This design comes from an exercise in tuning for small area and a short achievable clock period on the open sky130 flow, not from production work.
RTL that was checked went through simulation tests only; none was proved equivalent to the original.
The flow treats the clock pin as an ideal source. Dropping or thinning the clock tree relies on that and would not hold on a real chip.
Power and IR drop assume default switching activity.

== try-garnet ==
==> module FIR, before the edit <==
module FIR
#(
parameter data_in = 16,
parameter no_tap = 10
)
(
    input i_clk,
    input signed [data_in-1:0] i_serial_in ,
    input i_data_wr,
    output signed [2*data_in-1:0] o_data_out ,
    output o_data_rdy,
    input i_reset
    );
    reg [15:0] r [0:8];
    reg [15:0] hold;
    reg [25:0] acc;          
    reg        c1, c2, c3;
    reg [25:0] out;
    reg        rdy;
    reg        wr;           
    reg        ld;           
    reg  [3:0] lab;          
    reg  [3:0] k;            
    reg        e0;           
    reg        e1;           
    reg        repl;         
    reg        fls;          
    reg        zap;          
    reg sA256, sA16, sAh, sAl, sB4n, sBh, sB1;
    integer i;
    wire       wr_n  = !i_reset && i_data_wr && !wr;
    wire [3:0] lab_p = lab + 4'd1 + {3'd0, wr};
    wire [3:0] lab_n = (lab_p >= 4'd9) ? lab_p - 4'd9 : lab_p;
    wire [3:0] k_n   = wr ? 4'd1 : (k == 4'd11 ? 4'd11 : k + 4'd1);
    wire       e0_n  = e0 && !wr;
    wire       e1_n  = wr ? e0 : e1;
    wire       rd_n  = (k_n != 4'd0) && (k_n <= 4'd9);    
    wire       rr_n  = rd_n && !e1_n;                      
    wire [3:0] age_n = (lab_n == 4'd0) ? 4'd9 : lab_n;     
    always @(posedge i_clk) begin
        wr   <= wr_n;
        ld   <= wr_n && !e0;
        rdy  <= !i_reset && wr;
        lab  <= i_reset ? 4'd0 : lab_n;
        k    <= k_n;
        e0   <= i_reset || e0_n;
        e1   <= i_reset || e1_n;
        repl <= (lab_n == 4'd0) && (k_n >= 4'd2) && (k_n <= 4'd10);
        zap  <= e1_n && (lab_n != 4'd0);
        fls  <= (k_n == 4'd10);
        sA256<= rr_n && (age_n == 4'd3 || age_n == 4'd5 || age_n == 4'd9);
        sB4n <= rr_n && (age_n == 4'd3 || age_n == 4'd4 || age_n == 4'd5 ||
                         age_n == 4'd6 || age_n == 4'd9);
        sA16 <= rr_n && (age_n == 4'd4 || age_n == 4'd6);
        sB1  <= rr_n && (age_n == 4'd7);
        sAl  <= rr_n && (age_n == 4'd2 || age_n == 4'd8);
        sAh  <= rd_n && !e0_n && (age_n == 4'd1);
        sBh  <= rd_n && !e0_n && (age_n == 4'd1);
    end
    always @(posedge i_clk) begin
        r[0] <= repl ? hold : (zap ? 16'd0 : r[8]);
        for (i = 1; i < 9; i = i + 1) r[i] <= r[i-1];
        if (wr) hold <= i_serial_in;
    end
    wire [15:0] x  = r[8];
    wire [15:0] fx = {~x[15], x[14:0]};                
    wire [15:0] gx = {x[15], ~x[14:0]};                
    wire [15:0] fl = {~r[7][15], r[7][14:0]};
    wire [15:0] fh = {~hold[15], hold[14:0]};
    wire [25:0] laneA = (sA256 ? {2'd0, fx, 8'd0}  : 26'd0)
                      | (sA16  ? {6'd0, fx, 4'd0}  : 26'd0)
                      | (sAh   ? {7'd0, fh, 3'd0}  : 26'd0)
                      | (sAl   ? {10'd0, fl}       : 26'd0);
    wire [25:0] laneB = (sB4n  ? {8'd0, gx, 2'd0}  : 26'd0)
                      | (sBh   ? {9'd0, fh, 1'd0}  : 26'd0)
                      | (sB1   ? {10'd0, fx}       : 26'd0);
    wire [25:0] cinit = e0 ? 26'h3fb0000 : 26'h25f8014;
    wire [25:0] a0 = wr ? cinit : acc;
    wire [25:0] ps = a0 ^ laneA ^ laneB;
    wire [25:0] pc = {(a0[24:0] & laneA[24:0]) | (a0[24:0] & laneB[24:0]) | (laneA[24:0] & laneB[24:0]), 1'b0};
    wire        f  = fls && !wr;
    wire        d1 = f && c1 && (&acc[12:7]);
    wire        t2 = c2 && d1;                                    
    wire        d2 = f && (t2 ? (&acc[18:14]) : ((c2 || d1) && (&acc[18:13])));
    wire        t3 = c3 && d2;
    wire [7:0]  s0 = {1'b0, ps[6:0]} + {1'b0, pc[6:0]};
    wire [7:0]  s1 = {1'b0, ps[12:7], 1'b1} + {1'b0, pc[12:7], c1 && !wr};
    wire [7:0]  s2 = {1'b0, ps[18:13], 1'b1} + {1'b0, pc[18:15], pc[14] | t2, pc[13], (c2 ^ d1) && !wr};
    wire [7:0]  s3 = {ps[25:19], 1'b1} + {pc[25:21], pc[20] | t3, pc[19], (c3 ^ d2) && !wr};
    always @(posedge i_clk) begin
        acc <= {s3[7:1], s2[6:1], s1[6:1], s0[6:0]};
        c1  <= s0[7];
        c2  <= s1[7] && !fls;
        c3  <= s2[7] && !fls;
        if (i_reset) out <= 26'd0;
        else if (ld) out <= acc;
    end
    assign o_data_rdy = rdy;
    assign o_data_out = {{6{out[25]}}, out};
endmodule
export LEC_CHECK = 0
export CAP_MARGIN = 20
export CORE_MARGIN = 2
export CORE_UTILIZATION = 65
export PLACE_DENSITY = 0.75
export SLEW_MARGIN = 20
create_clock -name core_clock -period 10.0 [get_ports {i_clk}]
standard.sh (not shown) runs the stock make flow with config.mk's settings and CLKGATE_MAP_FILE= SYNTH_SCRIPT=/design/flow/synth_recipe.tcl, a recipe that flattens the netlist after the stock synthesis.
==> flow/flow/run.sh <==
#!/bin/bash
# The standard layout (standard.sh: ORFS from synthesis to the routed
# layout, with the standard synthesis unchanged), with these changes to how
# the layout is made:
#  - repair_timing is asked to leave 7 ns of setup slack instead of 0, so it
#    keeps sizing the critical paths below the 10 ns clock;
#  - the port buffers that buffer_ports inserts are buf_2;
#  - clock tree synthesis uses clkbuf_16 in clusters of up to 30 registers,
#    inserts no dummy loads, and (flow/pre_cts.tcl) drives the leaf buffers
#    straight from the root buffer, without the H-tree level between them.
# Each tool's full output goes to ORFS's logs under orfs/logs; make's own
# output goes to make_finish.log in this folder.
set -euo pipefail
bash standard.sh SETUP_SLACK_MARGIN=7 \
  "BUFFER_PORTS_ARGS=-buffer_cell sky130_fd_sc_hd__buf_2" \
  "CTS_ARGS=-sink_clustering_enable -repair_clock_nets -dont_use_dummy_load -buf_list sky130_fd_sc_hd__clkbuf_16 -sink_clustering_size 30 -sink_clustering_max_diameter 80" \
  "PRE_CTS_TCL=$PWD/flow/pre_cts.tcl" \
  finish > make_finish.log 2>&1
==> flow/flow/pre_cts.tcl <==
# Wraps clock_tree_synthesis. TritonCTS builds a root buffer, one or more
# H-tree levels and leaf buffers; this connects the leaf buffers straight to
# the root buffer's output and deletes the H-tree level buffers, so every
# register's clock passes through the same two buffers (root, leaf) and the
# whole tree has less delay. No register's clock is delayed.
rename clock_tree_synthesis my_cts_orig
proc clock_tree_synthesis {args} {
  my_cts_orig {*}$args
  set block [ord::get_db_block]
  set removed 0
  foreach inst [$block getInsts] {
    set name [$inst getName]
    if {![regexp {^clkbuf_[1-9][0-9]*_[0-9]+__f_} $name]} continue
    set in_net [[$inst findITerm A] getNet]
    set out_net [[$inst findITerm X] getNet]
    foreach it [$out_net getITerms] {
      if {[$it getInst] != $inst} { $it disconnect; $it connect $in_net }
    }
    odb::dbInst_destroy $inst
    odb::dbNet_destroy $out_net
    incr removed
  }
  puts "pre_cts.tcl: removed $removed H-tree level clock buffers"
}
Setup changes, try-garnet to try-pepper
==> flow/design.v, changed modules only <==
module FIR
#(
parameter data_in = 16,
parameter no_tap = 10
)
(
    input i_clk,
    input signed [data_in-1:0] i_serial_in ,
    input i_data_wr,
    output signed [2*data_in-1:0] o_data_out ,
    output o_data_rdy,
    input i_reset
    );
    reg [15:0] r [0:8];
    reg [15:0] hold;
    reg [25:0] acc;          
    reg        c1, c2;
    reg [25:0] out;
    reg        rdy;
    reg        wr;           
    reg        ld;           
    reg  [3:0] lab;          
    reg  [3:0] k;            
    reg        e0;           
    reg        e1;           
    reg        repl;         
    reg        zap;          
    reg sA256, sA16, sAh, sAl, sB4n, sBh, sB1;
    integer i;
    wire       wr_n  = !i_reset && i_data_wr && !wr;
    wire [3:0] lab_p = lab + 4'd1 + {3'd0, wr};
    wire [3:0] lab_n = (lab_p >= 4'd9) ? lab_p - 4'd9 : lab_p;
    wire [3:0] k_n   = wr ? 4'd1 : (k == 4'd11 ? 4'd11 : k + 4'd1);
    wire       e0_n  = e0 && !wr;
    wire       e1_n  = wr ? e0 : e1;
    wire       rd_n  = (k_n != 4'd0) && (k_n <= 4'd9);    
    wire       rr_n  = rd_n && !e1_n;                      
    wire [3:0] age_n = (lab_n == 4'd0) ? 4'd9 : lab_n;     
    always @(posedge i_clk) begin
        wr   <= wr_n;
        ld   <= wr_n && !e0;
        rdy  <= !i_reset && wr;
        lab  <= i_reset ? 4'd0 : lab_n;
        k    <= k_n;
        e0   <= i_reset || e0_n;
        e1   <= i_reset || e1_n;
        repl <= (lab_n == 4'd0) && (k_n >= 4'd2) && (k_n <= 4'd10);
        zap  <= e1_n && (lab_n != 4'd0);
        sA256<= rr_n && (age_n == 4'd3 || age_n == 4'd5 || age_n == 4'd9);
        sB4n <= rr_n && (age_n == 4'd3 || age_n == 4'd4 || age_n == 4'd5 ||
                         age_n == 4'd6 || age_n == 4'd9);
        sA16 <= rr_n && (age_n == 4'd4 || age_n == 4'd6);
        sB1  <= rr_n && (age_n == 4'd7);
        sAl  <= rr_n && (age_n == 4'd2 || age_n == 4'd8);
        sAh  <= rd_n && !e0_n && (age_n == 4'd1);
        sBh  <= rd_n && !e0_n && (age_n == 4'd1);
    end
    always @(posedge i_clk) begin
        r[0] <= repl ? hold : (zap ? 16'd0 : r[8]);
        for (i = 1; i < 9; i = i + 1) r[i] <= r[i-1];
        if (wr) hold <= i_serial_in;
    end
    wire [15:0] x  = r[8];
    wire [15:0] fx = {~x[15], x[14:0]};                
    wire [15:0] gx = {x[15], ~x[14:0]};                
    wire [15:0] fl = {~r[7][15], r[7][14:0]};
    wire [15:0] fh = {~hold[15], hold[14:0]};
    wire [25:0] laneA = (sA256 ? {2'd0, fx, 8'd0}  : 26'd0)
                      | (sA16  ? {6'd0, fx, 4'd0}  : 26'd0)
                      | (sAh   ? {7'd0, fh, 3'd0}  : 26'd0)
                      | (sAl   ? {10'd0, fl}       : 26'd0);
    wire [25:0] laneB = (sB4n  ? {8'd0, gx, 2'd0}  : 26'd0)
                      | (sBh   ? {9'd0, fh, 1'd0}  : 26'd0)
                      | (sB1   ? {10'd0, fx}       : 26'd0);
    wire [25:0] cinit = e0 ? 26'h3fb0000 : 26'h25f8014;
    wire [25:0] a0 = wr ? cinit : acc;
    wire [25:0] ps = a0 ^ laneA ^ laneB;
    wire [25:0] pc = {(a0[24:0] & laneA[24:0]) | (a0[24:0] & laneB[24:0]) | (laneA[24:0] & laneB[24:0]), 1'b0};
    wire [9:0]  lo = {1'b0, ps[8:0]} + {1'b0, pc[8:0]};
    wire [10:0] mc = {1'b0, ps[17:9], 1'b1} + {1'b0, pc[17:9], c1 & !wr};
    wire [8:0]  hc = {ps[25:18], 1'b1} + {pc[25:18], c2 & !wr};
    wire [7:0]  ohi = acc[25:18] + {7'd0, c2};
    always @(posedge i_clk) begin
        acc <= {hc[8:1], mc[9:1], lo[8:0]};
        c1  <= lo[9];
        c2  <= mc[10];
        if (i_reset) out <= 26'd0;
        else if (ld) out <= {ohi, acc[17:0]};
    end
    assign o_data_rdy = rdy;
    assign o_data_out = {{6{out[25]}}, out};
endmodule
==> notes.md <==
Every stage of the flow completed for try-pepper, and the final layout passed the timing, DRC and antenna checks.
Worst-path maximum fanout: try-pepper vs try-garnet up 4
try-garnet -> try-pepper: total power increased by a few percent
The number of synthesized register bits in try-pepper was lower than what try-garnet gave.
Min worst hold slack across try-garnet and try-pepper: try-garnet
Going from try-garnet to try-pepper, core utilization lower; clock group share of total power lower; number of fillers in the final layout higher; critical path arrival higher.
As far as power in the clock group is concerned, try-garnet and try-pepper perform about the same.
Die height is higher on try-garnet
Xor and xnor fraction of the mapped netlist area (try-pepper over try-garnet): increase, 0.73 points
Compared with try-garnet, in try-pepper final cell area excluding filler cells went down; global-route usage climbed 0.53 points; total number of cells along the worst setup path went down by 3.
No functional check of the RTL was part of any run of this note.

The RTL this note starts from:
==> flow/design.v <==
`timescale 1ns / 1ps
module FIR
#(
parameter data_in = 16,
parameter no_tap = 10
)
(
    input i_clk,
    input signed [data_in-1:0] i_serial_in ,
    input i_data_wr,
    output signed [2*data_in-1:0] o_data_out ,
    output o_data_rdy,
    input i_reset
    );
    reg [15:0] r [0:8];
    reg [15:0] hold;
    reg [25:0] acc;          
    reg        cy;
    reg [25:0] out;
    reg        rdy;
    reg        wr;           
    reg        ld;           
    reg  [3:0] lab;          
    reg  [3:0] k;            
    reg        e0;           
    reg        e1;           
    reg        repl;         
    reg        zap;          
    reg sA256, sA8, sAh, sAl, sB4n, sB4p, sBh, sB1;
    integer i;
    wire       wr_n  = !i_reset && i_data_wr && !wr;
    wire [3:0] lab_p = lab + 4'd1 + {3'd0, wr};
    wire [3:0] lab_n = (lab_p >= 4'd9) ? lab_p - 4'd9 : lab_p;
    wire [3:0] k_n   = wr ? 4'd1 : (k == 4'd11 ? 4'd11 : k + 4'd1);
    wire       e0_n  = e0 && !wr;
    wire       e1_n  = wr ? e0 : e1;
    wire       rd_n  = (k_n != 4'd0) && (k_n <= 4'd9);    
    wire       rr_n  = rd_n && !e1_n;                      
    wire [3:0] age_n = (lab_n == 4'd0) ? 4'd9 : lab_n;     
    always @(posedge i_clk) begin
        wr   <= wr_n;
        ld   <= wr_n && !e0;
        rdy  <= !i_reset && wr;
        lab  <= i_reset ? 4'd0 : lab_n;
        k    <= k_n;
        e0   <= i_reset || e0_n;
        e1   <= i_reset || e1_n;
        repl <= (lab_n == 4'd0) && (k_n >= 4'd2) && (k_n <= 4'd10);
        zap  <= e1_n && (lab_n != 4'd0);
        sA256<= rr_n && (age_n == 4'd3 || age_n == 4'd5 || age_n == 4'd9);
        sB4n <= rr_n && (age_n == 4'd3 || age_n == 4'd5 || age_n == 4'd9);
        sA8  <= rr_n && (age_n == 4'd4 || age_n == 4'd6);
        sB4p <= rr_n && (age_n == 4'd4 || age_n == 4'd6);
        sB1  <= rr_n && (age_n == 4'd7);
        sAl  <= rr_n && (age_n == 4'd2 || age_n == 4'd8);
        sAh  <= rd_n && !e0_n && (age_n == 4'd1);
        sBh  <= rd_n && !e0_n && (age_n == 4'd1);
    end
    always @(posedge i_clk) begin
        r[0] <= repl ? hold : (zap ? 16'd0 : r[8]);
        for (i = 1; i < 9; i = i + 1) r[i] <= r[i-1];
        if (wr) hold <= i_serial_in;
    end
    wire [15:0] x  = r[8];
    wire [15:0] fx = {~x[15], x[14:0]};                
    wire [15:0] gx = {x[15], ~x[14:0]};                
    wire [15:0] fl = {~r[7][15], r[7][14:0]};
    wire [15:0] fh = {~hold[15], hold[14:0]};
    wire [25:0] laneA = (sA256 ? {2'd0, fx, 8'd0}  : 26'd0)
                      | (sA8   ? {7'd0, fx, 3'd0}  : 26'd0)
                      | (sAh   ? {7'd0, fh, 3'd0}  : 26'd0)
                      | (sAl   ? {10'd0, fl}       : 26'd0);
    wire [25:0] laneB = (sB4n  ? {8'd0, gx, 2'd0}  : 26'd0)
                      | (sB4p  ? {8'd0, fx, 2'd0}  : 26'd0)
                      | (sBh   ? {9'd0, fh, 1'd0}  : 26'd0)
                      | (sB1   ? {10'd0, fx}       : 26'd0);
    wire [25:0] cinit = e0 ? 26'h3fb0000 : 26'h267800c;
    wire [25:0] a0 = wr ? cinit : acc;
    wire [25:0] ps = a0 ^ laneA ^ laneB;
    wire [25:0] pc = {(a0[24:0] & laneA[24:0]) | (a0[24:0] & laneB[24:0]) | (laneA[24:0] & laneB[24:0]), 1'b0};
    wire [13:0] lo = {1'b0, ps[12:0]} + {1'b0, pc[12:0]};
    wire [13:0] hc = {ps[25:13], 1'b1} + {pc[25:13], cy & !wr};
    wire [12:0] hi = hc[13:1];
    always @(posedge i_clk) begin
        acc <= {hi, lo[12:0]};
        cy  <= lo[13];
        if (i_reset) out <= 26'd0;
        else if (ld) out <= acc;
    end
    assign o_data_rdy = rdy;
    assign o_data_out = {{6{out[25]}}, out};
endmodule
export LEC_CHECK = 0
export CAP_MARGIN = 20
export CORE_MARGIN = 2
export CORE_UTILIZATION = 65
export PLACE_DENSITY = 0.75
export SLEW_MARGIN = 20
create_clock -name core_clock -period 10.0 [get_ports {i_clk}]
==> flow/flow/run.sh <==
#!/bin/bash
# The standard layout (standard.sh: ORFS from synthesis to the routed
# layout, with the standard synthesis unchanged), with three changes to how
# the layout is made:
#  - repair_timing is asked to leave 7 ns of setup slack instead of 0, so it
#    keeps sizing the critical paths below the 10 ns clock;
#  - the port buffers that buffer_ports inserts are buf_2;
#  - clock tree synthesis uses clkbuf_8 and inserts no dummy loads.
# Each tool's full output goes to ORFS's logs under orfs/logs; make's own
# output goes to make_finish.log in this folder.
set -euo pipefail
bash standard.sh SETUP_SLACK_MARGIN=7 \
  "BUFFER_PORTS_ARGS=-buffer_cell sky130_fd_sc_hd__buf_2" \
  "CTS_ARGS=-sink_clustering_enable -repair_clock_nets -dont_use_dummy_load -buf_list sky130_fd_sc_hd__clkbuf_8" \
  finish > make_finish.log 2>&1
Rerun with:
--- a/flow/design.v
+++ b/flow/design.v
@@ -12,13 +12,13 @@
     output o_data_rdy,
     input i_reset
     );
     reg [15:0] r [0:8];
     reg [15:0] hold;
     reg [25:0] acc;          
-    reg        cy;
+    reg        c1, c2;
     reg [25:0] out;
     reg        rdy;
     reg        wr;           
     reg        ld;           
     reg  [3:0] lab;          
     reg  [3:0] k;            
@@ -75,18 +75,20 @@
                       | (sBh   ? {9'd0, fh, 1'd0}  : 26'd0)
                       | (sB1   ? {10'd0, fx}       : 26'd0);
     wire [25:0] cinit = e0 ? 26'h3fb0000 : 26'h267800c;
     wire [25:0] a0 = wr ? cinit : acc;
     wire [25:0] ps = a0 ^ laneA ^ laneB;
     wire [25:0] pc = {(a0[24:0] & laneA[24:0]) | (a0[24:0] & laneB[24:0]) | (laneA[24:0] & laneB[24:0]), 1'b0};
-    wire [13:0] lo = {1'b0, ps[12:0]} + {1'b0, pc[12:0]};
-    wire [13:0] hc = {ps[25:13], 1'b1} + {pc[25:13], cy & !wr};
-    wire [12:0] hi = hc[13:1];
+    wire [9:0]  lo = {1'b0, ps[8:0]} + {1'b0, pc[8:0]};
+    wire [10:0] mc = {1'b0, ps[17:9], 1'b1} + {1'b0, pc[17:9], c1 & !wr};
+    wire [8:0]  hc = {ps[25:18], 1'b1} + {pc[25:18], c2 & !wr};
+    wire [7:0]  ohi = acc[25:18] + {7'd0, c2};
     always @(posedge i_clk) begin
-        acc <= {hi, lo[12:0]};
-        cy  <= lo[13];
+        acc <= {hc[8:1], mc[9:1], lo[8:0]};
+        c1  <= lo[9];
+        c2  <= mc[10];
         if (i_reset) out <= 26'd0;
-        else if (ld) out <= acc;
+        else if (ld) out <= {ohi, acc[17:0]};
     end
     assign o_data_rdy = rdy;
     assign o_data_out = {{6{out[25]}}, out};
 endmodule
=> Setup slack gains 0.11 ns. Cell area went down by 1.2%. Clock power goes up by about 2%. Critical path depth falls by 10. Die area came out higher by 0.69%. Combinational power drops by about 28%. Sequential power is about the same.

[port drivers added, routing unchanged]
The flow's constraints put no driver on any port. The routed layouts listed below were extracted and timed again, unchanged, in two steps.
Step 1 sets driving cells, clkbuf_16 on the clock port and buf_2 on the other inputs (assumed; they add their load-dependent delay and slew).
Step 2 adds t to the input delays and takes it off the output delays; t is the mean of the earliest and latest rising clock arrival at the registers after step 1. Input paths then give back, and output paths get back, about the clock's delay inside the block.
Slacks: ideal ports / drivers / drivers and shift; pairs: ideal ports / drivers.
| run | shift t [ns] | slack for setup (ns) | hold WS [ns] | pins driven straight from the clock port |
|---|---|---|---|---|
| try-garnet | 0.419 | 7.038 / 7.038 / 7.038 | 0.266 / 0.266 / 0.266 | 1 |
| try-pepper | 0.418 | 6.951 / 6.951 / 6.951 | 0.324 / 0.324 / 0.324 | 1 |
| the first run of note 2 | 0.541 | 6.906 / 6.906 / 6.906 | 0.307 / 0.307 / 0.307 | 1 |
| the second run of note 2 | 0.526 | 7.018 / 6.981 / 6.994 | 0.317 / 0.317 / 0.317 | 1 |
After both steps setup and hold are still met in every run listed. The setup slack of the second run of note 2, which loses most, moves by -0.037 ns with the drivers and by -0.024 ns with both steps.
